Background: an optimization exercise with open tools, aiming at small area. Do not read the settings as production practice. The RTL was checked by simulation tests, not by an equivalence proof against the original design. No activity file was given, so power comes from the tool's default toggle rates.

## flow/design.v (module list and top-level ports; edited modules follow where they fit)
// module Tetromino: 98 lines
// module tetromino_cell: 129 lines
// module tetromino_cell0: 41 lines
// module tetromino_rotate_datum: 100 lines
// module seven_permute: 169 lines
// module text_display: 652 lines
// module score_display: 128 lines
// module vga_sync: 82 lines
// module tetris_top: 1071 lines
module tetris_top(
    input clk,  
    input reset_n,  
    input [3:0] usr_btn,
    input [3:0] usr_sw,
    output [3:0] usr_led,
    output VGA_HSYNC, VGA_VSYNC,
    output [3:0] VGA_RED, VGA_GREEN, VGA_BLUE
);
  // ...
==> flow/run.sh <==
#!/bin/bash
# synth_recipe.tcl (not shown) runs the flow's synth.tcl, then flattens the netlist and writes it again
# the make line also repeats each setting of config.mk as NAME=value (left out here)
make -C /OpenROAD-flow-scripts/flow DESIGN_CONFIG=/design/flow/config.mk WORK_HOME=/design/flow/orfs CLKGATE_MAP_FILE= SYNTH_SCRIPT=/design/flow/synth_recipe.tcl finish
==> flow/config.mk <==
export PLATFORM = sky130hd
export DESIGN_NAME = tetris_top
export DESIGN_NICKNAME = tetris_top
export VERILOG_FILES = /design/flow/design.v
export SDC_FILE = /design/flow/constraint.sdc
export NUM_CORES = 4
export LEC_CHECK = 0
export ABC_AREA = 1
export CAP_MARGIN = 20
export CORE_MARGIN = 2
export CORE_UTILIZATION = 45
export PLACE_DENSITY = 0.6
export SLEW_MARGIN = 20
==> flow/constraint.sdc <==
create_clock -name core_clock -period 28.0 [get_ports {clk}]
set_input_delay 5.6000 -clock core_clock [delete_from_list [all_inputs] [get_ports {clk}]]
set_output_delay 5.6000 -clock core_clock [all_outputs]
set_load 0.01 [all_outputs]
==> metrics.yaml, run 1 <==
relSlewSlack_pct: 23.5
seqCellArea_um2: 28400
synth_xor_area_share_pct: 1.43
multi_input_area_um2: 33500
synthMostInstantiatedCell: "nand2_1"
n_antenna_cell: 0
ctsHoldBuffers: 0
synth-seq-cells: 1035
avgSynthCellArea_um2: 7.59
p_clk_uw: 2160
clock-sinks: 1035
yosys.area.top_type_share_pct: 34.0
top_register: "board"
crit_path_end: "line_cleared[1]"
use_met3_pct: 5.93
yosys.area_share.simple_pct: 22.6
drc: 0
hold_end: "UUT.rand4[0]"
tap_cells: 1930
sh_seq_area_pct: 37.2
internal_power_uw: 3230
max_cap_viol_count: 0
final_layout_size_suffix_gt1_share_pct: 4.49
reg_top3: "board: 690 flops, queue: 48 flops, cnt_frame: 21 flops"
startpoint_type: "flip-flop"
fill_cells: 14300
powerDensity_nw_per_um2: 72.0
layout_commonest_cell: "inv_1"
syn-num-nets: 9137
grtUsageMet1_pct: 38.8
status: "no timing/DRC/antenna violations"
numPortBuffers: 25
multi_input_cells: 6361
busiest_layer: "met2"
largest_register_ffs: 690
rr_worst_depth: 25
area_growth_pct: 13.5
slew_violations: 0
==> run 2, diff against run 1 <==
--- a/flow/config.mk
+++ b/flow/config.mk
@@ -5,7 +5,6 @@
 export SDC_FILE = /design/flow/constraint.sdc
 export NUM_CORES = 4
 export LEC_CHECK = 0
-export ABC_AREA = 1
 export CAP_MARGIN = 20
 export CORE_MARGIN = 2
 export CORE_UTILIZATION = 45
==> metrics.yaml, run 2 <==
status: "no timing/DRC/antenna violations"  # unchanged
synth_top_area_cell: "edfxtp_1"  # unchanged
endpoint_kind: "flip-flop"  # unchanged
cts-root-buf: "clkbuf_16"  # unchanged
path_max_fanout: 36  # was 34
relSlewSlack_pct: 21.4  # was 23.5%
drc: 0  # unchanged
cts.clk_slew.worst_paths_ns: 0.07  # about the same
overflow: 0  # unchanged
finish.net_count: 7215  # was 9715
yosys.area_share.simple_pct: 13.8  # was 22.6%
arrival_ns: 24.08  # was 24.04 ns
top_register: "board"  # unchanged
synth_xor_area_share_pct: 2.90  # was 1.43%
synth.top_cells.by_count: "762 x edfxtp_1, 762 x nor2_1, 536 x nand2_1"  # was 1701 x nand2_1, 970 x inv_1, 970 x nor2_1
clock-sinks: 1035  # unchanged
synth.mux.area_fraction_pct: 16.0  # was 0.0447%
powerDensity_nw_per_um2: 72.7  # was 72.0 nW/um2
synthCells: 6297  # was 8851
hp-class: "flip-flop to flip-flop"  # unchanged
vias: 55500  # was 66800
synth-seq-area-share_pct: 42.3  # was 42.2%
dpl.cell_count: 7938  # was 10400
syn-num-nets: 6583  # was 9137
antenna_found_initial: 3  # was 1
die-area_um2: 152000  # about the same
max_cap_viol_count: 0  # unchanged
h-tree-depth: 3  # unchanged
holdWs_ns: 0.453  # was 0.432 ns
clock_path_buffers: 3  # unchanged
async_flop_share_pct: 0  # unchanged
die_w_um: 390  # about the same
reg_top3: "board: 690 flops, queue: 48 flops, cnt_frame: 21 flops"  # unchanged
path_class: "flip-flop to flip-flop"  # unchanged
setup_viol: 0  # unchanged
setup_tns_ns: 0  # unchanged
synth_area_leaders: "edfxtp_1 34%, mux4_2 14%, dfxtp_1 8.2%"  # was edfxtp_1 34%, nand2_1 9.5%, dfxtp_1 8.1%
stdcell_count: 8955  # was 11500
insertion_delay_ns: 0.80  # was 0.78 ns
numPortBuffers: 25  # unchanged
area_growth_pct: 13.5  # about the same
post_cts_buffers: 0  # unchanged
dp.final_hpwl_um: 135000  # was 148000 um
slew_violations: 0  # unchanged
final_hold_viol_count: 0  # unchanged
required_ns: 28.70  # was 28.67 ns
first_iter_violations: 6014  # was 7485
avgSynthCellArea_um2: 10.6  # was 7.59 um2
cts-buffers-inserted: 116  # was 121
synth_top_family_by_area: "multiplexers"  # was simple AND/OR/NAND/NOR gates
yosysUniqueCellTypes: 118  # was 72
worstMarginPinSlew_ns: 1.17  # was 1.14 ns
via_per_inst: 6.20  # was 5.83
synth_fa_ha_area_share_pct: 5.65  # was 5.62%
wl_per_cell_um: 22.9  # was 20.2 um
initial_core_util_pct: 45.3  # was 45.4%
core_um2: 148000  # about the same
postRouteAntennaNets: 0  # unchanged
finClkSkew_ns: 0.0903  # was 0.0747 ns
cts_tree: "built"  # unchanged
synth_area_um2: 67000  # was 67200 um2
fill_cells: 13200  # was 14300
synth-seq-cells: 1035  # unchanged
rsz0062_at_grt: "false"  # unchanged
drt_pass1_iterations: 8  # unchanged
synth-compound-area-share_pct: 15.3  # was 19.8%
grt_pass1_wl_um: 315000  # was 353000 um
rows: 141  # unchanged
most-common-layout-cells: "1059 x inv_1, 762 x edfxtp_1, 760 x nor2_1"  # was 1783 x inv_1, 1689 x nand2_1, 968 x nor2_1
startpoint_type: "flip-flop"  # unchanged
grt_max_degree: 118  # was 206
cts_resized: 0  # unchanged
p_leak_uw: 0.0289  # was 0.0333 uW
routabilityCongestion: 0.940  # was 0.948
ioPinCount: 28  # unchanged
vdd_ir_drop_max_uv: 171  # was 104 uV
die_h_um: 390  # about the same
synth_top_flop_cell: "edfxtp_1"  # unchanged
layout_commonest_cell: "inv_1"  # unchanged
largest_register_ffs: 690  # unchanged
final_layout_size_suffix_gt1_share_pct: 12.2  # was 4.49%
ctsHoldBuffers: 0  # unchanged
yosys.area.top_type_share_pct: 34.1  # was 34.0%
grt_pass1_vias: 54900  # was 64000
drt_wl_total_um: 205000  # was 231000 um
yosysWarnings: 15  # unchanged
grtUsageTotal_pct: 26.5  # was 29.3%
synth_edf_count: 762  # unchanged
==> run 2: cell types whose count changed after synthesis, sizes merged, moves of 425 or more <==
cell | previous run | this run
nand2 | 1727 | 537
inv | 993 | 252
a21oi | 935 | 408
nand3 | 653 | 145
o21ai | 763 | 321
mux4 | 0 | 425
==> run 2: cell type report <==
type                       count  area [um2]  area share (%)
antenna                        1        2.50         0.00329
clock buffer                 123        3000            3.95
clock inverter               893        4090            5.37
inverter                     254         958            1.26
multi-input combinational   4588       36200            47.6
sequential                  1035       28400            37.3
tap                         1930        2410            3.17
timing repair buffer         131        1070            1.40
==> run 2: where the power goes <==
group / switching (uW) / total, uW / leakage, uW / internal (uW)
clock network: 1010 / 2090 / 0.00627 / 1090
registers: 16.6 / 1660 / 0.00933 / 1650
logic: 1060 / 1780 / 0.0133 / 720
total: 2080 / 5530 / 0.0289 / 3450
==> run 2: metrics by stage <==
stage	utilization, %	setup WS, ns	instance area (um2)	power [uW]
floorplan	-	6.69	67000	3030
global placement	46.6	4.75	69000	3580
detailed placement	46.7	4.71	69000	3590
CTS	51.4	4.72	76100	5540
global route	51.5	4.30	76100	5800
finish	51.5	4.62	76100	5530
==> run 2: final timing paths <==
kind | from | depth (start not counted) | slack (ns) | to
worst max-delay path | P_piece[2] | 19 | 4.62 | P_next_piece[1]
worst min-delay path | vga_clk | 1 | 0.45 | vga_clk
worst max register to register | P_piece[2] | 19 | 4.62 | P_next_piece[1]
worst min register to register | vga_clk | 1 | 0.45 | vga_clk
==> run 2: cells by family (layout without fill, tap and decap cells) <==
family,count (synthesis),in the layout
AO/OA/AOI/OAI,1532,1532
XOR/XNOR,215,215
adder cells (fa/ha/maj),277,277
buffers and inverters,674,1401
flip-flops,1035,1035
multiplexers,541,541
other,0,1
AND/OR/NAND/NOR,2023,2023
==> run 2: critical path: stages, from the launching register on <==
cell	delay (ns)
dfxtp_1	0.77
nand2_1	0.37
or3_1	0.64
o21ai_0	0.75
ha_1	0.37
ha_1	0.31
fa_1	0.58
inv_1	0.07
fa_4	1.26
buf_4	0.66
mux4_2	0.64
mux4_2	0.49
a21oi_1	0.45
a211oi_1	0.24
nor3_1	0.22
buf_4	0.18
a21oi_1	0.08
or4_1	0.71
a211o_1	0.33
a21oi_1	0.14
==> run 2: routing by layer <==
metal / vias to the layer above / track usage [%] / wire length (um)
met5: - / 0 / 0
met4: 0 / 11.2 / 7210
met3: 438 / 5.61 / 16400
met2: 2491 / 41.8 / 95700
met1: 27300 / 35.5 / 85800
li1: 25300 / - / -
